This is an optimization exercise on Yosys and OpenROAD, whose aim is small area, a short achievable clock period and few clock cycles, not a production implementation.
Where RTL was checked, it was by simulation tests only, not by an equivalence proof against the original.
No functional check of the RTL was part of runs 2 to 5.

### design/flow/design.v
module counter #(parameter N=4)(input clock,input load, input en,input[N-1:0] par_load,output logic[N-1:0] count);
always @(posedge clock) begin
   if(load)begin
        count<=par_load;
   end
   else if(en)begin
         count<=count+1;
   end
end
endmodule
module n_register #(parameter N=8)(input logic clock,input logic reset, input logic enable,input logic [N-1:0] data_in,output logic [N-1:0] data_out );
    always @(posedge clock or posedge reset) begin
        if (reset)
         begin
            data_out <= 0; 
        end 
        else if (enable)
         begin
            data_out <= data_in; 
        end
    end
endmodule
module multiplier(input signed [7:0] x,input signed [7:0] y,output signed [15:0] multiplier_result);
       assign multiplier_result =x*y;
endmodule
module multiplier2 (input signed [15:0] x,input signed [7:0] y,output signed [15:0] multiplier_result);
       assign multiplier_result =x*y;
endmodule
module adder(input signed [15:0] a, input signed [15:0] b, output signed [15:0] result);
    assign result = a + b; 
endmodule
module subtractor(input signed [15:0] a, input signed [15:0] b, output signed [15:0] result);
    assign result = a - b; 
endmodule
module determinant_calculator2_2_datapath(input clock,input reset,input [1:7] en,input[7:0] data_in,input s1,
input cload,input cen ,output logic [2:0]z, output logic[15:0] out_put );
logic [7:0] a;
logic [7:0] b;
logic [7:0] c;
logic [7:0] d;
logic [15:0] ad;
logic [15:0] bc;
logic [15:0] ad_bc;
logic [7:0] x;
logic [7:0] y;
logic [15:0] multiplier_result;
counter #(3) count0to3(clock,cload,cen,3'b000,z);
n_register #(8) ra(clock,reset,en[1],data_in,a);
n_register #(8) rb(clock,reset,en[2],data_in,b);
n_register #(8) rc(clock,reset,en[3],data_in,c);
n_register #(8) rd(clock,reset,en[4],data_in,d);
n_register #(16) rad(clock,reset,en[5],multiplier_result,ad);
n_register #(16) rbc(clock,reset,en[6],multiplier_result,bc);
n_register #(16) rad_bc(clock,reset,en[7],ad_bc,out_put);
assign x= s1? b:a;
assign y= s1? c:d;
multiplier mult(x,y,multiplier_result);
subtractor subt(ad,bc,ad_bc);
endmodule
module determinant_calculator2_2_controller(input clock,input reset,input start,input [2:0]z,
output logic [1:7] en,output logic s1, output logic cload,output logic cen,output logic done );
parameter [2:0] idle=0 ,loading=1,first_multiplier=2,second_multiplier=3,subtraction=4;
logic [2:0] p_state,n_state;
always @(*)begin
    done=0;
    cload=0;
    cen=0;
    en = '0;
    s1=0;
    n_state=idle;
    case(p_state)
     idle:begin
        done=1;
        cload=1;
        n_state=(start)?loading: idle;
     end
      loading:begin
        cen=1;
        if(z<4) en[z+1]=1;
        n_state=(z==4)?first_multiplier: loading;
      end
       first_multiplier:begin
          s1=0;
          en[5]=1;
          n_state=second_multiplier;
       end
       second_multiplier:begin
         s1=1;
         en[6]=1;
         n_state=subtraction;
       end
       subtraction:begin
         en[7]=1;
         n_state=idle;
       end
       default: n_state=idle;
    endcase
end
always @( posedge clock or posedge reset)begin
  if(reset)begin
    p_state<=idle;
  end
  else begin
     p_state<=n_state;
  end
end
endmodule
 module top_module1_updated (input [7:0]data_in , input clock , input start,input reset,
  output logic [15:0] out_put,output logic done);
    logic [1:7] en;
    logic s1;
    logic [2:0]z;
    logic cload,cen;
    determinant_calculator2_2_datapath dp(clock,reset,en,data_in,s1,cload,cen,z,out_put);
    determinant_calculator2_2_controller cont(clock,reset,start,z,en,s1,cload,cen,done);
 endmodule
module determinant_calculator3_3_datapath(input clock,input reset,input [15:0] out_put_det2,input [1:13] en,input[7:0] data_in,
input[1:0] s,input[3:0] select,input [3:0] start_adress,input cload,input cen,output logic [15:0] out_put_det3,output logic[3:0] adress,
output logic [3:0]flag,output logic[7:0] k);
logic [7:0] a,b,c,d,e,f,g,h,i;
logic[15:0] multiplier_result,term1,term2,term3,sub_result,final_result;
logic [7:0] A;
counter #(4) countadresses2 (clock,cload,cen,start_adress,adress);
counter #(4) countf(clock,cload,cen,4'b0000,flag);
n_register #(8) ra(clock,reset,en[1],data_in,a);
n_register #(8) rb(clock,reset,en[2],data_in,b);
n_register #(8) rc(clock,reset,en[3],data_in,c);
n_register #(8) rd(clock,reset,en[4],data_in,d);
n_register #(8) re(clock,reset,en[5],data_in,e);
n_register #(8) rf(clock,reset,en[6],data_in,f);
n_register #(8) rg(clock,reset,en[7],data_in,g);
n_register #(8) rh(clock,reset,en[8],data_in,h);
n_register #(8) ri(clock,reset,en[9],data_in,i);
assign A= (s== 2'b00) ? a:  
        (s== 2'b01) ?b:  
        (s== 2'b10) ?c:  
        1'b0;                    
multiplier2 mult2(out_put_det2,A,multiplier_result);
n_register #(16) t1(clock,reset,en[10],multiplier_result,term1);
n_register #(16) t2(clock,reset,en[11],multiplier_result,term2);
n_register #(16) t3(clock,reset,en[12],multiplier_result,term3);
n_register #(16) t4(clock,reset,en[13],final_result,out_put_det3);
subtractor sub2(term1,term2,sub_result);
adder add(sub_result,term3,final_result);
always @(*) begin
        case (select)
            0: k =a; 
            1: k =b; 
            2: k =c; 
            3: k =d; 
            4: k =e; 
            5: k =f; 
            6: k =g; 
            7: k =h; 
            8: k =i; 
            default: k = 8'b00000000; 
        endcase
    end
endmodule
module determinant_calculator3_3_controller(input clock,input reset,input done,output logic start,input Start,input [3:0]flag,
output logic [1:13] en,output logic[1:0] s,output logic [3:0] select,output logic cload,output logic cen,output logic Done );
logic first;
parameter [2:0] idle=0 ,loading=1,det1=2, det2=3, det3=4 ,last=5;
parameter [2:0] init=0 ,E=1,F=2, H=3, I=4 ,G=5, D=6;
logic [2:0] p_state,n_state, p_state_prim , n_state_prim;
logic [1:0]x;
always @(*)begin
    Done=0;
    start=0;
    cload=0;
    cen=0;
    en = '0;
    s=2'b00;
    x=2'b00;
    n_state=idle;
    case(p_state)
     idle:begin
        Done=1;
        cload=1;
        n_state=(Start)?loading: idle;
     end
      loading:begin
        cen=1;
        if(flag<9) en[flag+1]=1;
        n_state=(flag==9)? det1: loading;
      end
       det1:begin
          s=2'b00;
          en[10]=1;
          x=2'b01;
          start=first;
          n_state=(!first && done)?det2:det1;
       end
       det2:begin
          s=2'b01;
          en[11]=1;
          x=2'b10;
          start=first;
          n_state=(!first && done)?det3:det2;
       end
       det3:begin
          s=2'b10;
          en[12]=1;
          x=2'b11;
          start=first;
          n_state=(!first && done)?last:det3;
       end
        last:begin
         en[13]=1;
         n_state=idle;
       end
       default: n_state=idle;
    endcase
end
always @(*)begin
    select=4'b0000;
    n_state_prim=init;
    case(p_state_prim)
     init:begin
         n_state_prim=(!start)?init:
           (x==2'b01)?E:
           (x==2'b10 )?D:
           (x==2'b11 )?D:
           init;
     end
      E:begin
            select=4'b0100;
            n_state_prim=(x==2'b01)?F:
           (x==2'b11 )?G:
            init;
     end
      F:begin
         select=4'b0101;
       n_state_prim=(x==2'b01)?H:
           (x==2'b10 )?G:
            init;
     end
      H:begin
          select=4'b0111;
          n_state_prim=(x==2'b01)?I:init;
     end
       I:begin
          select=4'b1000;
          n_state_prim=init;
     end
     G:begin
       select=4'b0110;
     n_state_prim=(x==2'b10)?I:
           (x==2'b11 )?H:
           init;
     end
      D:begin
          select=4'b0011;
     n_state_prim=(x==2'b10)?F:
           (x==2'b11 )?E:
           init;
     end
     default: n_state_prim=init;
    endcase
end
always @( posedge clock or posedge reset)begin
  if(reset)begin
    p_state<=idle;
    p_state_prim<=init;
    first<=0;
  end
  else begin
     p_state<=n_state;
     p_state_prim<=n_state_prim;
     first<=(n_state!=p_state) && (n_state==det1 || n_state==det2 || n_state==det3);
  end
end
endmodule
 module top_module2 (input [3:0] start_adress,input [7:0]data_in , input clock , input Start,input reset,
  output logic [15:0] out_put_det3,output logic Done,output logic [3:0] adress);
    logic [1:13] en;
    logic [1:0]s;
    logic [3:0] select,flag;
    logic cload,cen;
    logic start;
    logic [15:0] out_put_det2;
    logic [7:0] k;
    logic done;
    determinant_calculator3_3_datapath dp2(clock,reset,out_put_det2 ,en,data_in,s,select,start_adress,cload,cen,out_put_det3,adress,flag,k);
    determinant_calculator3_3_controller cont2(clock,reset,done,start,Start,flag,en,s,select,cload,cen,Done);
    top_module1_updated dc(k,clock,start,reset,out_put_det2,done);
 endmodule
### design/flow/config.mk
export PLATFORM = sky130hd
export DESIGN_NAME = top_module2
export DESIGN_NICKNAME = top_module2
export VERILOG_FILES = /design/flow/design.v
export SDC_FILE = /design/flow/constraint.sdc
export NUM_CORES = 4
export LEC_CHECK = 0
export CAP_MARGIN = 20
export CORE_MARGIN = 2
export CORE_UTILIZATION = 40
export SLEW_MARGIN = 20
### design/flow/run.sh
#!/bin/bash
# synth_recipe.tcl (not shown) runs the flow's synth.tcl, then flattens the netlist and writes it again
# the make line also repeats each setting of config.mk as NAME=value (left out here)
make -C /OpenROAD-flow-scripts/flow DESIGN_CONFIG=/design/flow/config.mk WORK_HOME=/design/flow/orfs CLKGATE_MAP_FILE= SYNTH_SCRIPT=/design/flow/synth_recipe.tcl finish
### design/flow/constraint.sdc
create_clock -name core_clock -period 7.0 [get_ports {clock}]
set_input_delay 1.4000 -clock core_clock [delete_from_list [all_inputs] [get_ports {clock}]]
set_output_delay 1.4000 -clock core_clock [all_outputs]
set_load 0.01 [all_outputs]
==> flow_summary.ini, run 1 <==
[place]
hpwl_um = 27200
place_congestion = 0.827
port_buffers = 35
place_inst = 2293

[yosys]
ys.flop_type = dfrtp_1
syn_nets = 1958
synth_seq_area_share_pct = 33.6
yosys.cell_types.count = 69
async_reset_ff_share_pct = 95.4
synth_edf_count = 4
syn_inst = 1701
avgSynthCellArea_um2 = 10.3
synthesis.area_mm2 = 0.0176
yosysWarnings = 7
synth_seq_cells = 237

[critical_path]
ff2ff_path_depth = 19
r2r-end = dp2.t1.data_out[14]$_DFFE_PP0P_
start_kind = flop
crit_required_ns = 7.42
crit_path_end_kind = flop
timing_worst_setup_path_type = flop to flop
critPathArrivalTime_ns = 6.66
cp_max_fo = 16
reg2reg_slack_ns = 0.77
r2r_start = cont2.p_state[2]$_DFF_PP0_

[timing]
fin_crit_ns = 6.23
post-route-period-util_pct = 89.1
hold_slack_ns = 0.480
fin_skew_ns = 0.0171
worst_slew_pin_slew_ns = 1.04
rsz0062_at_grt = no
finalHoldViolations = 0
report.final.slew_viol_count = 0
tns_ns = 0
setup-violations-final = 0
fmax_mhz = 160
relSlewSlack_pct = 30.7

[drt]
drt-initial-drc-count = 552
vias_per_cell = 5.01
wl_per_cell_um = 15.3
drt_pass1_iterations = 6
ant_nets = 0
vias = 11700
drc = 0
wl_um = 35900

[cts]
root_buffer = clkbuf_16
cts.path.max_buffers = 3
clock_latency_ns = 0.57
cts_resized = 0
cts_tree = built
cts_buffers = 28
h-tree-depth = 1
clock_sinks = 237
holdBufCountCts = 0
clkTransAtPathRegs_ns = 0.05
postCtsSetupBuffers = 0

[min_path]
hold_path.class = flop to flop
worstHoldStart = dp2.t4.data_out[7]$_DFFE_PP0P_
min_delay_path_depth = 2
hold_path_end = dp2.t4.data_out[7]$_DFFE_PP0P_

[floorplanning]
die_area_mm2 = 0.0457
rows = 76
fp.dieH_um = 214
initial_core_util_pct = 40.7
die_w_um = 214
core_mm2 = 0.0433
ios = 36

[grt]
grt_pass1_vias = 12200
grtUsageTotal_pct = 16.7
gr-total-overflow = 0
grt_max_degree = 170
grt_pass1_wl_um = 62000
antenna_found_initial = 0

[layout]
multi_input_area_mm2 = 0.0107
n_antenna_cell = 0
ff_latch_area_mm2 = 0.00592
syn2layout_area_growth_pct = 11.3
final_nets = 1995
drive_gt1_share_pct = 10.4
nFillCells = 4112
finalNonFillerCells = 2343

[flow_run]
cap_viol_max_count = 0

[run_status]
status = finished clean
## worst max path at each step
| stage | startpoint | to | slack [ns] |
|---|---|---|---|
| floorplan | dc.cont.p_state[0]$_DFF_PP0_ | dc.dp.rbc.data_out[12]$_DFFE_PP0P_ | 1.30 |
| global placement | cont2.p_state[2]$_DFF_PP0_ | dp2.t3.data_out[15]$_DFFE_PP0P_ | 0.86 |
| detailed placement | cont2.p_state[2]$_DFF_PP0_ | dp2.t1.data_out[14]$_DFFE_PP0P_ | 0.72 |
| CTS | cont2.p_state[2]$_DFF_PP0_ | dp2.t1.data_out[14]$_DFFE_PP0P_ | 0.75 |
| global route | cont2.p_state[2]$_DFF_PP0_ | dp2.t1.data_out[14]$_DFFE_PP0P_ | 0.29 |
| finish | cont2.p_state[2]$_DFF_PP0_ | dp2.t1.data_out[14]$_DFFE_PP0P_ | 0.77 |
## registers in the layout, summed over array words and instances, names as in the netlist, 16 cells and up
signal / count
dp2.t1.data_out: 16
dc.dp.rbc.data_out: 16
dp2.t3.data_out: 16
dp2.t4.data_out: 16
dc.dp.rad_bc.data_out: 16
dp2.t2.data_out: 16
dc.dp.rad.data_out: 16
## cells by family (layout without fill, tap and decap cells)
logic type,Yosys count,count (layout),share of synthesized area [%]
AND/OR/NAND/NOR,456,456,12.8
buffers and inverters,279,336,6.04
adder cells (fa/ha/maj),242,242,22.9
flip-flops,237,237,33.6
multiplexers,213,213,13.5
AO/OA/AOI/OAI,210,210,7.87
XOR/XNOR,64,64,3.26
## routing by layer
layer  track usage (%)  share of wire [%]
met5                 0                  0
met1              22.6                 48
met3              2.04                2.4
met2              28.6                 48
met4              3.86                2.0
## stage by stage
stage / utilization [%] / setup slack [ns] / area, µm²
floorplan: - / 1.30 / 17600
global placement: 43.1 / 0.860 / 18700
detailed placement: 43.2 / 0.721 / 18700
CTS: 45.3 / 0.747 / 19600
global route: 45.3 / 0.286 / 19600
finish: 45.3 / 0.765 / 19600
## synthesized netlist by cell type, drive strengths merged, types with 9 or more instances
cell type | n | area share, %
fa | 133 | 15
nor2 | 103 | 2.2
a21oi | 39 | 1.1
o21ai | 69 | 2.0
xor2 | 21 | 1.0
dfrtp | 226 | 32
mux2 | 180 | 12
xnor2 | 42 | 2.1
nand2b | 25 | 0.89
or3 | 9 | 0.32
o31ai | 11 | 0.47
inv | 233 | 5.0
buf | 13 | 0.37
nand3 | 16 | 0.45
and2 | 66 | 2.3
ha | 109 | 7.7
nand2 | 142 | 3.0
or2 | 23 | 0.82
nor3 | 15 | 0.45
a31oi | 15 | 0.62
nor2b | 21 | 0.75
mux2i | 31 | 1.8
clkbuf | 33 | 0.70
## cells in the final DEF (no fill, tap or decap), types with 25 or more instances in the layout
cell,instances
inv_1,231
ha_1,109
a21oi_1,39
dfrtp_1,226
clkdlybuf4s50_1,35
and2_1,66
nand2b_1,25
fa_1,133
mux2_1,96
mux2_2,84
mux2i_1,31
o21ai_0,46
xnor2_1,42
clkbuf_16,28
nor2_1,103
nand2_1,142
## worst max-delay path, stage by stage (launching register included)
cell and delay, ns:
dfrtp_1 0.64, nand3b_1 0.61, nand2_1 0.32, o21a_1 0.43
and2_1 0.26, fa_1 0.41, inv_1 0.10, fa_1 0.42
fa_1 0.47, fa_1 0.54, inv_1 0.04, ha_1 0.33
nor2b_1 0.15, o21ai_1 0.16, a21boi_1 0.11, o21ai_1 0.16
a21boi_1 0.12, o211ai_1 0.31, nand2_1 0.14, o311ai_0 0.38
## final cells by class
cell class	instances	share of cell area [%]
tap	585	3.74
sequential	237	30.2
clock buffer	39	4.15
inverter	233	4.49
multi-input combinational	1185	54.4
timing repair buffer	53	2.54
clock inverter	11	0.486
Testbench counts, summed over its fixed seeds: cycles 67,200.
==> run 2: changes to the inputs <==
==> design/flow/design.v (replaced) <==
module top_module2 (input [3:0] start_adress, input [7:0] data_in, input clock, input Start, input reset,
  output logic [15:0] out_put_det3, output logic Done, output logic [3:0] adress);
  logic [3:0] cnt;             
  logic [3:0] addr;
  logic [7:0] q0, q1, q2;      
  logic [7:0] dr;              
  logic [15:0] x2n, x3;
  wire go = Done & Start;
  wire t4 = cnt == 4'd4, t5 = cnt == 4'd5, t6 = cnt == 4'd6;
  wire t7 = cnt == 4'd7, t8 = cnt == 4'd8, t9 = cnt == 4'd9;
  assign adress = Done ? start_adress : addr;
  always @(posedge clock or posedge reset) begin
    if (reset) begin
      Done <= 1'b1;
      cnt  <= 4'd0;
    end else if (go) begin
      Done <= 1'b0;
      cnt  <= 4'd1;
    end else if (!Done) begin
      Done <= t9;
      cnt  <= t9 ? 4'd0 : cnt + 4'd1;
    end
  end
  wire signed [15:0] s_prod = $signed(q0) * $signed(dr);
  wire [15:0] s_res = (t6 ? x2n : 16'd0) - s_prod;
  wire [15:0] b_m = (t7) ? out_put_det3 : t8 ? x2n : t9 ? x3 : {{8{q1[7]}}, q1};
  wire [15:0] b_add = t5 ? x3 : (t6 | t8 | t9) ? out_put_det3 : 16'd0;
  wire signed [15:0] b_prod = $signed(b_m) * $signed(dr);
  wire [15:0] b_res = b_add + b_prod;
  always @(posedge clock) begin
    addr <= go ? start_adress + 4'd1 : addr + 4'd1;
    dr <= data_in;
    q0 <= q1;
    q1 <= q2;
    q2 <= (go || cnt == 4'd1 || cnt == 4'd2) ? data_in : q0;
    if (t4) x2n <= b_res;
    else if (t6) x2n <= s_res;
    if (t4) x3 <= s_res;
    else if (t5) x3 <= b_res;
    if (t5) out_put_det3 <= s_res;
    else if (t6 | t7 | t8 | t9) out_put_det3 <= b_res;
  end
endmodule
==> flow_summary.ini, run 2 <==
[timing]
setup-violations-final = 0
finalHoldViolations = 0
rsz0062_at_grt = no
tns_ns = 0
worst_slew_pin_slew_ns = 0.895
report.final.slew_viol_count = 0
post-route-period-util_pct = 92.2
fmax_mhz = 155
relSlewSlack_pct = 40.3
fin_skew_ns = 0.0103
fin_crit_ns = 6.45

[cts]
clkTransAtPathRegs_ns = 0.07
clock_latency_ns = 0.34
h-tree-depth = 3
cts_resized = 0
root_buffer = clkbuf_16
cts_tree = built
cts_buffers = 9
holdBufCountCts = 0
clock_sinks = 89
postCtsSetupBuffers = 0
cts.path.max_buffers = 2

[drt]
wl_um = 24500
drt_pass1_iterations = 5
wl_per_cell_um = 17.4
drc = 0
drt-initial-drc-count = 445
vias = 7118
vias_per_cell = 5.07
ant_nets = 0

[layout]
n_antenna_cell = 0
final_cell_mix = fa_1 (138), inv_1 (131), nand2_1 (89), ha_1 (71), and2_1 (68)
drive_gt1_share_pct = 7.26
fin_area_mm2 = 0.0113
final_nets = 1293
final_core_util_pct = 44.9
syn2layout_area_growth_pct = 10.6
final_common_cell = fa_1
nFillCells = 2426
reg_top3 = out_put_det3 (16), x2n (16), x3 (16)

[critical_path]
worstPathCellList = nor3b_4 -> buf_4 -> a211oi_1 -> a21oi_1 -> nand2b_1 -> fa_1 -> fa_1 -> inv_1 -> fa_1 -> fa_1 -> fa_1 -> ha_1 -> o21ai_0 -> nor2_1 -> o211ai_1 -> nand2_1 -> a41o_1 -> o41a_1 -> xnor3_1 -> mux2i_1
timing_worst_setup_path_type = flop to flop
r2r_start = cnt[1]$_DFFE_PP0P_
crit_required_ns = 7.06
crit_family = adder cells
crit_top_cell = fa_1
r2r-end = out_put_det3[15]$_DFFE_PP_
cp_max_fo = 13
cp_num_buf_inv = 2
critPathArrivalTime_ns = 6.52
ff2ff_path_depth = 20
crit_path_end_kind = flop
cp_slowest_stage_delay_ns = 0.53
critical-path-slowest-cell = nor3b_4
start_kind = flop
reg2reg_slack_ns = 0.55

[yosys]
synth-xor-area-share_pct = 4.26
synth_edf_count = 48
synth_seq_area_share_pct = 22.5
muxShareOfSynthArea_pct = 3.75
synth_most_common_cell = fa_1
avgSynthCellArea_um2 = 9.82
synth_top_family_by_area = adder cells
ys_top_cells_by_count = fa_1 (138), inv_1 (131), nand2_1 (89)
async_reset_ff_share_pct = 5.62
yosys.area.top_type = fa_1
yosys.cell_types.count = 67
syn_inst = 1037
synthesis.area_mm2 = 0.0102
synth-compound-area-share_pct = 9.89
yosysTopAreaCellShare_pct = 27.1
syn_nets = 1261
yosysWarnings = 1
synthSimpleGateAreaFrac_pct = 16.9
synth_seq_cells = 89
ys.flop_type = edfxtp_1
yosys.area_share.adder_pct = 35.8
ys_top_cells_by_area = fa_1 (27%), edfxtp_1 (14%), ha_1 (8.7%)

[grt]
grt_max_degree = 37
antenna_found_initial = 1
grt_pass1_wl_um = 40300
gr-total-overflow = 0
grtUsageTotal_pct = 19.4
grt_pass1_vias = 7336

[min_path]
min_delay_path_depth = 0
hold_path_end = q1[2]$_DFF_P_
worstHoldStart = q2[2]$_DFF_P_
hold_path.class = flop to flop

[floorplanning]
fp.dieH_um = 164
rows = 58
core_mm2 = 0.0251
initial_core_util_pct = 40.6
die_w_um = 164
die_area_mm2 = 0.0268
ios = 36

[place]
hpwl_um = 20300
port_buffers = 35
place_area_mm2 = 0.0110
place_congestion = 0.823

[flow_run]
cap_viol_max_count = 0

[run_status]
status = finished clean
run 2: cell count changes in the layout (fill, tap and decap cells not counted), moves of 29 or more:
cell | before | now
ha_1 | 109 | 71
nor2b_1 | 21 | 55
mux2_1 | 96 | 0
edfxtp_1 | 4 | 48
nand2_1 | 142 | 89
mux2_2 | 84 | 17
dfxtp_1 | 7 | 36
nor2_1 | 103 | 41
inv_1 | 231 | 131
dfrtp_1 | 226 | 4
run 2: cell families (layout without fill, tap and decap cells):
group	count (synthesis)	after routing
and+or+nand+nor	323	323
adders and majority gates	209	209
buffers and inverters	178	215
AOI/OAI and AO/OA	158	158
DFF	89	89
xor gates and xnor gates	44	44
muxes	36	36
run 2: cell type report:
type | instances | area [µm²] | area share (%)
flip-flops and latches | 89 | 2290 | 20.3
multi-input cells | 770 | 7210 | 64.0
repair buffers | 66 | 583 | 5.17
inverters | 133 | 499 | 4.43
clock buffers | 10 | 229 | 2.03
well taps | 330 | 413 | 3.66
clock inverters | 6 | 47.5 | 0.422
run 2: stage by stage:
stage	hold WS, ns	cells	setup WS (ns)
detailed placement	0.312	1388	0.583
global placement	0.310	1388	0.670
CTS	0.324	1404	0.554
global route	0.339	1404	0.172
floorplan	0.310	1037	0.811
finish	0.327	1404	0.546
run 2: worst max path at each step:
| stage | from | cells past startpoint | to | slack [ns] |
|---|---|---|---|---|
| after floorplan | cnt[3]$_DFFE_PP0P_ | 24 | x2n[15]$_DFFE_PP_ | 0.81 |
| after global placement | cnt[1]$_DFFE_PP0P_ | 21 | out_put_det3[15]$_DFFE_PP_ | 0.67 |
| after detailed placement | cnt[1]$_DFFE_PP0P_ | 20 | out_put_det3[15]$_DFFE_PP_ | 0.58 |
| after CTS | cnt[1]$_DFFE_PP0P_ | 20 | out_put_det3[15]$_DFFE_PP_ | 0.55 |
| after global routing | cnt[1]$_DFFE_PP0P_ | 21 | x3[15]$_DFFE_PP_ | 0.17 |
| final | cnt[1]$_DFFE_PP0P_ | 20 | out_put_det3[15]$_DFFE_PP_ | 0.55 |
run 2: layer usage:
layer,GRT usage (%),vias up,routed length [µm]
met5,0,-,0
met4,3.19,0,273
met2,33.3,116,11800
met1,27.5,3540,11700
met3,1.19,21,732
li1,-,3441,-
==> run 3: changes to the inputs <==
==> design/flow/design.v (replaced) <==
module top_module2 (input [3:0] start_adress, input [7:0] data_in, input clock, input Start, input reset,
  output logic [15:0] out_put_det3, output logic Done, output logic [3:0] adress);
  logic [9:1] ph;              
  logic [3:0] addr;
  logic [7:0] q0, q1, q2;      
  logic [7:0] dr;              
  logic [15:0] x2n, x3;
  wire go = Done & Start;
  wire t4 = ph[4], t5 = ph[5], t6 = ph[6];
  wire t7 = ph[7], t8 = ph[8], t9 = ph[9];
  assign adress = Done ? start_adress : addr;
  always @(posedge clock or posedge reset) begin
    if (reset) begin
      Done <= 1'b1;
      ph   <= '0;
    end else begin
      Done <= Done ? ~Start : ph[9];
      ph   <= {ph[8:1], go};
    end
  end
  wire signed [15:0] s_prod = $signed(q0) * $signed(dr);
  wire [15:0] s_res = (t6 ? x2n : 16'd0) - s_prod;
  wire [15:0] b_m = ({16{t7}} & out_put_det3) | ({16{t8}} & x2n) | ({16{t9}} & x3)
                  | ({16{t4 | t5 | t6}} & {{8{q1[7]}}, q1});
  wire [15:0] b_add = ({16{t5}} & x3) | ({16{t6 | t8 | t9}} & out_put_det3);
  wire signed [15:0] b_prod = $signed(b_m) * $signed(dr);
  wire [15:0] b_res = b_add + b_prod;
  always @(posedge clock) begin
    addr <= go ? start_adress + 4'd1 : addr + 4'd1;
    dr <= data_in;
    q0 <= q1;
    q1 <= q2;
    q2 <= (go | ph[1] | ph[2]) ? data_in : q0;
    if (t4) x2n <= b_res;
    else if (t6) x2n <= s_res;
    if (t4) x3 <= s_res;
    else if (t5) x3 <= b_res;
    if (t5) out_put_det3 <= s_res;
    else if (t6 | t7 | t8 | t9) out_put_det3 <= b_res;
  end
endmodule
==> flow_summary.ini, run 3 <==
[floorplanning]
core_mm2 = 0.0242
fp.dieH_um = 161
die_area_mm2 = 0.0258
rows = 57
die_w_um = 161
ios = 36
initial_core_util_pct = 40.5

[yosys]
ys.flop_type = edfxtp_1
yosys.cell_types.count = 53
ys_top_cells_by_area = fa_1 (28%), edfxtp_1 (15%), ha_1 (9.0%)
synth_seq_cells = 94
yosysTopAreaCellShare_pct = 27.9
yosys.area_share.adder_pct = 36.9
muxShareOfSynthArea_pct = 4.44
syn_inst = 963
syn_nets = 1186
synthSimpleGateAreaFrac_pct = 14.1
synth-compound-area-share_pct = 8.07
synth_seq_area_share_pct = 24.6
yosys.area.top_type = fa_1
async_reset_ff_share_pct = 10.6
ys_top_cells_by_count = fa_1 (137), inv_1 (137), nand2_1 (116)
yosysWarnings = 1
avgSynthCellArea_um2 = 10.2
synth_edf_count = 48
synthesis.area_mm2 = 0.00983
synth_top_family_by_area = adder cells
synth-xor-area-share_pct = 4.77

[grt]
grt_pass1_vias = 7039
antenna_found_initial = 0
gr-total-overflow = 0
grt_pass1_wl_um = 41400
grtUsageTotal_pct = 21.1
grt_max_degree = 44

[critical_path]
critPathArrivalTime_ns = 6.50
critical-path-slowest-cell = dfrtp_1
r2r-end = out_put_det3[14]$_DFFE_PP_
reg2reg_slack_ns = 0.61
crit_top_cell = fa_1
r2r_start = ph[9]$_DFF_PP0_
timing_worst_setup_path_type = flop to flop
cp_num_buf_inv = 3
cp_max_fo = 18
cp_slowest_stage_delay_ns = 0.75
crit_path_end_kind = flop
crit_required_ns = 7.11
start_kind = flop
worstPathCellList = or3_1 -> a22oi_1 -> fa_1 -> inv_1 -> fa_1 -> ha_1 -> inv_1 -> fa_1 -> inv_1 -> ha_1 -> ha_1 -> fa_1 -> a21o_1 -> a21oi_1 -> nor2b_1 -> o21a_1 -> o211ai_1 -> a2111oi_0 -> nand4bb_1 -> mux2_2
ff2ff_path_depth = 20
crit_family = adder cells

[timing]
tns_ns = 0
fmax_mhz = 157
relSlewSlack_pct = 39.3
post-route-period-util_pct = 91.2
fin_crit_ns = 6.39
setup-violations-final = 0
worst_slew_pin_slew_ns = 0.911
finalHoldViolations = 0
report.final.slew_viol_count = 0
fin_skew_ns = 0.0102
rsz0062_at_grt = no

[layout]
multi_input_area_mm2 = 0.00671
syn2layout_area_growth_pct = 9.69
drive_gt1_share_pct = 7.22
ff_latch_area_mm2 = 0.00241
final_nets = 1201
final_cell_mix = inv_1 (137), fa_1 (137), nand2_1 (116), and2_1 (99), ha_1 (71)
fin_area_mm2 = 0.0108
reg_top3 = out_put_det3 (16), x2n (16), x3 (16)
n_antenna_cell = 0
nFillCells = 2324

[drt]
vias = 6820
vias_per_cell = 5.22
drt-initial-drc-count = 612
wl_per_cell_um = 19.6
drt_pass1_iterations = 7
wl_um = 25700
ant_nets = 0
drc = 0

[cts]
h-tree-depth = 3
postCtsSetupBuffers = 0
cts_resized = 0
cts_tree = built
clock_sinks = 94
clkTransAtPathRegs_ns = 0.08
clock_latency_ns = 0.37
holdBufCountCts = 0
root_buffer = clkbuf_16
cts_buffers = 9
cts.path.max_buffers = 2

[place]
hpwl_um = 20300
place_congestion = 0.862
port_buffers = 35
place_area_mm2 = 0.0105

[min_path]
min_delay_path_depth = 0
worstHoldStart = q2[6]$_DFF_P_
hold_path.class = flop to flop
hold_path_end = q1[6]$_DFF_P_

[flow_run]
cap_viol_max_count = 0

[run_status]
status = finished clean
## run 3: cell types whose count changed in the layout (fill, tap and decap cells not counted), moves of 7 or more
| cell | previous run | this run |
|---|---|---|
| nand2b_1 | 32 | 2 |
| and2_1 | 68 | 99 |
| a222oi_1 | 0 | 16 |
| buf_4 | 31 | 10 |
| o21ai_0 | 44 | 18 |
| nor2b_1 | 55 | 4 |
| mux2i_1 | 19 | 2 |
| mux2_2 | 17 | 37 |
| nand2_1 | 89 | 116 |
| a211oi_1 | 16 | 2 |
| nor2_1 | 41 | 34 |
| xor2_1 | 4 | 12 |
| a21oi_1 | 39 | 28 |
## run 3: how the worst max path moves through the flow
stage	cells past startpoint	slack (ns)	end	start
after global placement	20	0.82	x3[14]$_DFFE_PP_	ph[6]$_DFF_PP0_
after global routing	20	0.29	x3[14]$_DFFE_PP_	ph[9]$_DFF_PP0_
final	20	0.61	out_put_det3[14]$_DFFE_PP_	ph[9]$_DFF_PP0_
after detailed placement	20	0.66	x2n[14]$_DFFE_PP_	ph[9]$_DFF_PP0_
after CTS	20	0.68	out_put_det3[14]$_DFFE_PP_	ph[9]$_DFF_PP0_
after floorplan	23	1.13	x2n[14]$_DFFE_PP_	ph[6]$_DFF_PP0_
## run 3: routing by layer
metal | vias up | global-route usage, % | share of wire (%)
li1 | 3153 | - | -
met1 | 3382 | 31.5 | 48
met2 | 254 | 32.1 | 44
met3 | 31 | 4.00 | 6.2
met4 | 0 | 4.59 | 1.8
met5 | - | 0 | 0
## run 3: cell families (layout without fill, tap and decap cells)
group                      count (synthesis)  in the layout
and+or+nand+nor                          283            283
buffers and inverters                    179            199
muxes                                     39             39
DFF                                       94             94
adders and majority gates                208            208
AOI/OAI and AO/OA                        112            112
xor gates and xnor gates                  48             48
## run 3: worst reg2reg max path: stages (launching register included)
cell and delay [ns]:
dfrtp_1 0.75, or3_1 0.67, a22oi_1 0.22, fa_1 0.57, inv_1 0.05, fa_1 0.45
ha_1 0.28, inv_1 0.05, fa_1 0.48, inv_1 0.04, ha_1 0.26, ha_1 0.23
fa_1 0.47, a21o_1 0.21, a21oi_1 0.21, nor2b_1 0.07, o21a_1 0.19, o211ai_1 0.24
a2111oi_0 0.15, nand4bb_1 0.25, mux2_2 0.29
## run 3: area by class of cell
cell class              instances  area share (%)
clock buffers                   9            2.09
clock inverters                 7           0.754
inverters                     138            4.80
multi-input cells             690            62.3
flip-flops and latches         94            22.4
well taps                     324            3.76
repair buffers                 45            3.95
## run 3: metrics by stage
step	hold slack (ns)	setup WS, ns	util, %	std cells
after CTS	0.328	0.675	44.5	1307
final	0.329	0.613	44.5	1307
after global placement	0.311	0.822	43.2	1291
after detailed placement	0.316	0.662	43.2	1291
after global routing	0.332	0.288	44.5	1307
after floorplan	0.310	1.13	-	963
==> run 4: changes to the inputs <==
--- a/design/flow/config.mk
+++ b/design/flow/config.mk
@@ -5,7 +5,9 @@
 export SDC_FILE = /design/flow/constraint.sdc
 export NUM_CORES = 4
 export LEC_CHECK = 0
+export ABC_CLOCK_PERIOD_IN_PS = 3500
 export CAP_MARGIN = 20
 export CORE_MARGIN = 2
 export CORE_UTILIZATION = 40
+export SETUP_SLACK_MARGIN = 3.0
 export SLEW_MARGIN = 20
==> flow_summary.ini, run 4 <==
[run_status]
status = finished clean

[yosys]
ys_top_cells_by_area = fa_1 (28%), edfxtp_1 (15%), ha_1 (9.0%)
yosysWarnings = 1
async_reset_ff_share_pct = 10.6
synthesis.area_mm2 = 0.00983
yosysTopAreaCellShare_pct = 27.9
avgSynthCellArea_um2 = 10.2
synth_edf_count = 48
ys_top_cells_by_count = fa_1 (137), inv_1 (137), nand2_1 (116)
syn_inst = 963
syn_nets = 1186
ys.flop_type = edfxtp_1
synth_seq_area_share_pct = 24.6
yosys.area.top_type = fa_1
yosys.cell_types.count = 53
synth_seq_cells = 94

[drt]
ant_nets = 0
wl_per_cell_um = 19.3
vias = 6915
vias_per_cell = 5.18
wl_um = 25800
drt-initial-drc-count = 727
drc = 0
drt_pass1_iterations = 7

[floorplanning]
rows = 57
die_area_mm2 = 0.0258
ios = 36
initial_core_util_pct = 40.5
fp.dieH_um = 161
core_mm2 = 0.0242
die_w_um = 161

[grt]
use_met1_pct = 28.9
grt_max_degree = 26
grtUsageTotal_pct = 20.8
gr-total-overflow = 0
antenna_found_initial = 0
grt_pass1_vias = 7103
grt_pass1_wl_um = 41000
grt_busiest_layer = met2
met2_usage_pct = 33.6
use_met3_pct = 4.05

[timing]
post-route-period-util_pct = 86.0
fmax_mhz = 166
fin_crit_ns = 6.02
report.final.slew_viol_count = 0
worst_slew_pin_slew_ns = 0.843
relSlewSlack_pct = 43.7
setup-violations-final = 0
rsz0062_at_grt = yes
finalHoldViolations = 0
tns_ns = 0
fin_skew_ns = 0.0121
hold_slack_ns = 0.329

[min_path]
min_delay_path_depth = 0
hold_path.class = flop to flop
hold_path_end = q1[6]$_DFF_P_
worstHoldStart = q2[6]$_DFF_P_

[critical_path]
cp_num_buf_inv = 5
r2r-end = out_put_det3[13]$_DFFE_PP_
worstPathCellList = a222oi_1 -> nand2_2 -> and2_4 -> fa_1 -> inv_2 -> fa_1 -> inv_1 -> fa_1 -> fa_1 -> inv_1 -> fa_1 -> inv_2 -> ha_4 -> buf_4 -> o21ai_4 -> o21ai_2 -> o2111ai_2 -> o22ai_2 -> nor2_2 -> xnor2_2 -> mux2_4
cp_slowest_stage_delay_ns = 0.60
crit_top_cell = fa_1
cp_max_fo = 8
timing_worst_setup_path_type = flop to flop
r2r_start = ph[9]$_DFF_PP0_
critPathArrivalTime_ns = 6.13
crit_family = adder cells
cp_num_cells = 21
crit_path_end_kind = flop
reg2reg_slack_ns = 0.98
ff2ff_path_depth = 21
critical-path-slowest-cell = a222oi_1
crit_required_ns = 7.11
start_kind = flop

[layout]
syn2layout_area_growth_pct = 16.1
n_antenna_cell = 0
nFillCells = 2336
final_cell_mix = fa_1 (134), inv_1 (132), nand2_1 (104), and2_1 (94), ha_1 (64)
drive_gt1_share_pct = 15.8
final_common_cell = fa_1
final_nets = 1228
ff_latch_area_mm2 = 0.00243
reg_top3 = out_put_det3 (16), x2n (16), x3 (16)
multi_input_area_mm2 = 0.00712

[cts]
cts.path.max_buffers = 2
holdBufCountCts = 0
h-tree-depth = 3
cts_tree = built
clkTransAtPathRegs_ns = 0.07
clock_latency_ns = 0.36
cts_buffers = 9
clock_sinks = 94
root_buffer = clkbuf_16

[place]
port_buffers = 35
hpwl_um = 20000
place_congestion = 0.893

[flow_run]
cap_viol_max_count = 0
[run 4: cell types whose count changed in the layout (fill, tap and decap cells not counted), moves of 7 or more]
cell	change
nand2_1	-12
mux2_4	+9
o21ai_0	-15
nand2_2	+11
ha_1	-7
ha_4	+7
buf_4	+22
o21ai_1	+11
mux2_2	-9
[run 4: cells by family after synthesis]
family	Yosys count	synth area share [%]
compound gates	112	8.07
xor+xnor	48	4.77
fa+ha+maj	208	36.9
buf+inv	179	7.15
flops	94	24.6
mux	39	4.44
simple gates	283	14.1
[run 4: worst max path at each step]
stage | from | to | slack (ns)
after floorplan | ph[6]$_DFF_PP0_ | x2n[14]$_DFFE_PP_ | 1.29
after global placement | ph[9]$_DFF_PP0_ | x3[14]$_DFFE_PP_ | 0.80
after detailed placement | ph[9]$_DFF_PP0_ | out_put_det3[14]$_DFFE_PP_ | 0.70
after CTS | ph[9]$_DFF_PP0_ | out_put_det3[14]$_DFFE_PP_ | 1.07
after global routing | ph[9]$_DFF_PP0_ | out_put_det3[14]$_DFFE_PP_ | 0.85
final | ph[9]$_DFF_PP0_ | out_put_det3[13]$_DFFE_PP_ | 0.98
[run 4: stage by stage]
stage	setup WS (ns)	instances	area [µm²]	utilization (%)
floorplan	1.29	963	9960	-
global placement	0.797	1290	10600	43.7
detailed placement	0.701	1290	10600	43.7
CTS	1.07	1322	11200	46.0
global route	0.850	1334	11400	47.1
finish	0.979	1334	11400	47.1
[run 4: layout make-up]
type | instances | area share (%)
Multi-Input combinational cell | 690 | 62.4
Tap cell | 324 | 3.55
Sequential cell | 94 | 21.3
Clock inverter | 7 | 0.592
Timing Repair Buffer | 72 | 5.67
Clock buffer | 9 | 1.97
Inverter | 138 | 4.54
[run 4: per-layer routing]
layer | vias up | wire [µm]
met5 | - | 0
met4 | 0 | 465
met3 | 24 | 1560
met2 | 231 | 12100
met1 | 3453 | 11700
li1 | 3207 | -
[run 4: what timing repair did]
item	CTS	global route
setup buffers	16	12
gates resized for setup	46	35
pin swaps	21	23
endpoints found under the setup margin	40	41
[run 4: worst register-to-register path, delay by kind of cell (launching register included)]
family                   cells  cell delay (ns)
XOR/XNOR                     1             0.18
multiplexers                 1             0.28
flip-flops                   1             0.53
AND/OR/NAND/NOR              3             0.48
adder cells (fa/ha/maj)      6             2.78
AO/OA/AOI/OAI                5             1.22
buffers and inverters        5             0.33
==> run 5: changes to the inputs <==
==> design/flow/design.v (replaced) <==
module top_module2 (input [3:0] start_adress, input [7:0] data_in, input clock, input Start, input reset,
  output logic [15:0] out_put_det3, output logic Done, output logic [3:0] adress);
  logic [10:1] ph;             
  logic [3:0] base;            
  logic [7:0] dr, pr;          
  logic [15:0] x2n, x3;
  wire go = Done & Start;
  logic [3:0] off;
  always @(*) begin
    off = 4'd0;
    if (ph[1]) off = 4'd4;
    if (ph[2]) off = 4'd2;
    if (ph[3]) off = 4'd3;
    if (ph[4]) off = 4'd1;
    if (ph[5]) off = 4'd5;
    if (ph[7]) off = 4'd6;
    if (ph[8]) off = 4'd7;
    if (ph[9]) off = 4'd8;
  end
  assign adress = Done ? start_adress : base + off;
  always @(posedge clock or posedge reset) begin
    if (reset) begin
      Done <= 1'b1;
      ph   <= '0;
    end else begin
      Done <= Done ? ~Start : ph[10];
      ph   <= {ph[9:1], go};
    end
  end
  wire [15:0] m = ({16{ph[8]}} & out_put_det3) | ({16{ph[9] | ph[10]}} & x2n)
                | ({16{~(ph[8] | ph[9] | ph[10])}} & {{8{pr[7]}}, pr});
  wire [15:0] add = ({16{ph[5]}} & x3) | ({16{ph[7]}} & x2n)
                  | ({16{ph[6] | ph[9] | ph[10]}} & out_put_det3);
  wire sub = ph[3] | ph[5] | ph[7];
  wire signed [15:0] prod = $signed(m) * $signed(dr);
  wire [15:0] r = sub ? add - prod : add + prod;
  always @(posedge clock) begin
    if (go) base <= start_adress;
    dr <= data_in;
    pr <= dr;
    if (ph[2] | ph[5]) x3 <= r;
    if (ph[4] | ph[7]) x2n <= r;
    else if (ph[9]) x2n <= x3;
    if (ph[3] | ph[6] | ph[8] | ph[9] | ph[10]) out_put_det3 <= r;
  end
endmodule
==> design/flow/config.mk (replaced) <==
export PLATFORM = sky130hd
export DESIGN_NAME = top_module2
export DESIGN_NICKNAME = top_module2
export VERILOG_FILES = /design/flow/design.v
export SDC_FILE = /design/flow/constraint.sdc
export NUM_CORES = 4
export LEC_CHECK = 0
export CAP_MARGIN = 20
export CORE_MARGIN = 2
export CORE_UTILIZATION = 40
export SLEW_MARGIN = 20
==> flow_summary.ini, run 5 <==
[drt]
ant_nets = 0
wl_per_cell_um = 18.0
wl_um = 18500
drt_pass1_iterations = 5
vias_per_cell = 5.37
drc = 0
drt-initial-drc-count = 411
vias = 5528

[run_status]
status = finished clean

[timing]
report.final.slew_viol_count = 0
fmax_mhz = 146
rsz0062_at_grt = yes
fin_crit_ns = 6.85
post-route-period-util_pct = 97.9
setup-violations-final = 0
final.setup.worst_slack_ns = 0.149
worst_slew_pin_slew_ns = 1.02
fin_skew_ns = 0.00966
relSlewSlack_pct = 31.5
hold_slack_ns = 0.368
finalHoldViolations = 0

[critical_path]
timing_worst_setup_path_type = flop to flop
crit_required_ns = 7.10
crit_path_end_kind = flop
critPathArrivalTime_ns = 6.95
crit_top_cell = buf_4
critical-path-slowest-cell = fa_1
cp_slowest_stage_delay_ns = 0.54
reg2reg_slack_ns = 0.15
cp_max_fo = 9
start_kind = flop

[floorplanning]
die_w_um = 139
die_area_mm2 = 0.0192
fp.dieH_um = 139
rows = 49
ios = 36
core_mm2 = 0.0179
initial_core_util_pct = 40.5

[yosys]
synth_most_common_cell = inv_1
ys_top_cells_by_count = inv_1 (126), fa_1 (63), and2_1 (59)
ys_top_cells_by_area = edfxtp_1 (22%), fa_1 (17%), ha_1 (9.1%)
syn_nets = 859
yosysWarnings = 1
synth_edf_count = 52
yosys.cell_types.count = 61
async_reset_ff_share_pct = 13.9
avgSynthCellArea_um2 = 9.96
ys.flop_type = edfxtp_1
synth_seq_area_share_pct = 29.8
synthesis.area_mm2 = 0.00725
synth_seq_cells = 79
yosys.area.top_type = edfxtp_1
syn_inst = 728
yosysTopAreaCellShare_pct = 21.5

[layout]
reg_top3 = out_put_det3 (16), x2n (16), x3 (16)
n_antenna_cell = 0
final_core_util_pct = 48.5
syn2layout_area_growth_pct = 19.8
final_nets = 926
final_cell_mix = inv_1 (122), fa_1 (62), and2_1 (57), edfxtp_1 (52), ha_1 (47)
final_common_cell = inv_1
drive_gt1_share_pct = 16.4
nFillCells = 1685

[cts]
clkTransAtPathRegs_ns = 0.07
root_buffer = clkbuf_16
clock_sinks = 79
h-tree-depth = 3
cts.path.max_buffers = 2
clock_latency_ns = 0.35
cts_tree = built
cts_buffers = 9

[place]
pre_cts_ws_ns = 0.0224
place_congestion = 0.874
port_buffers = 35
hpwl_um = 14000

[grt]
grt_pass1_vias = 5501
antenna_found_initial = 0
grt_max_degree = 25
gr-total-overflow = 0
grtUsageTotal_pct = 19.3
grt_pass1_wl_um = 29400

[min_path]
hold_path.class = flop to flop

[flow_run]
cap_viol_max_count = 0
==> run 5: cell count changes after synthesis, sizes merged, moves of 18 or more <==
cell | previous run | this run
and2 | 99 | 59
dfxtp | 36 | 16
fa | 137 | 63
ha | 71 | 53
mux2 | 37 | 14
nand2 | 116 | 43
==> run 5: final timing paths <==
kind	startpoint	to	depth (start not counted)
hold reg to reg	ph[6]$_DFF_PP0_	ph[7]$_DFF_PP0_	0
setup reg to reg	ph[9]$_DFF_PP0_	x2n[15]$_DFFE_PP_	28
setup / recovery	ph[9]$_DFF_PP0_	x2n[15]$_DFFE_PP_	28
hold / removal	ph[6]$_DFF_PP0_	ph[7]$_DFF_PP0_	0
max in group asynchronous	reset	ph[8]$_DFF_PP0_	2
min in group asynchronous	reset	ph[7]$_DFF_PP0_	2
==> run 5: layout make-up <==
cell class	count	area, µm²	area share, %
clock inverter	6	68.8	0.792
clock buffer	10	229	2.64
tap	229	287	3.30
sequential	79	2160	24.9
timing repair buffer	81	716	8.24
multi-input combinational	497	4750	54.7
inverter	127	477	5.49
==> run 5: routing by layer <==
| metal | GRT usage (%) | part of all wire, % |
|---|---|---|
| met5 | 0 | 0 |
| met4 | 4.89 | 1.1 |
| met3 | 2.66 | 4.4 |
| met2 | 31.6 | 49 |
| met1 | 27.4 | 46 |
==> run 5: critical path, delay by kind of cell (launching register included) <==
family | cells | cell delay [ns]
multiplexers | 1 | 0.27
AO/OA/AOI/OAI | 6 | 1.21
AND/OR/NAND/NOR | 5 | 0.82
adder cells (fa/ha/maj) | 6 | 2.57
flip-flops | 1 | 0.40
buffers and inverters | 8 | 0.97
XOR/XNOR | 2 | 0.36
==> run 5: repair_timing <==
action / 4_1_cts / 5_1_grt
setup buffers: 0 / 14
gates resized for setup: 2 / 57
setup endpoints to repair: 1 / 13
pin swaps: 0 / 24
cloned: 0 / 1
hold buffers: 0 / 0
==> run 5: stage by stage <==
stage                     TNS [ns]  cell area, µm²  instances
after global routing        -0.216            8690       1029
after CTS                        0            8320       1014
after detailed placement         0            8020        998
after floorplan                  0            7270        728
after global placement           0            8020        998
final                            0            8690       1029
==> run 5: cell families after synthesis <==
logic type / after synthesis / synth area share, %
AO/OA/AOI/OAI: 113 / 11.6
XOR/XNOR: 48 / 6.38
adder cells (fa/ha/maj): 116 / 26.5
buffers and inverters: 153 / 8.26
flip-flops: 79 / 29.8
multiplexers: 15 / 2.31
AND/OR/NAND/NOR: 204 / 15.1

[static timing again, ports no longer ideal]
The results above use ideal ports. As a check the final layouts listed here were re-extracted and re-timed, cells and wires unchanged. Step 1 assumes that a clkbuf_16 drives the clock port and a buf_2 every other input. Step 2 adds t to the input delays and takes it off the output delays; t is the mean of the earliest and latest rising clock arrival at the registers after step 1. Input paths then give back, and output paths get back, about the clock's delay inside the block. Three values: no drivers, after step 1, after step 2; two values: the first two.
run | t (ns) | setup WS [ns] | worst setup path after step 2
run 1 | 0.613 | 0.765 / 0.765 / 0.765 | register to register
run 2 | 0.371 | 0.546 / 0.546 / 0.546 | register to register
run 3 | 0.408 | 0.613 / 0.613 / 0.613 | register to register
run 4 | 0.394 | 0.979 / 0.979 / 0.979 | register to register
run 5 | 0.389 | 0.149 / 0.149 / 0.149 | register to register
After both steps setup and hold are still met in every run listed.
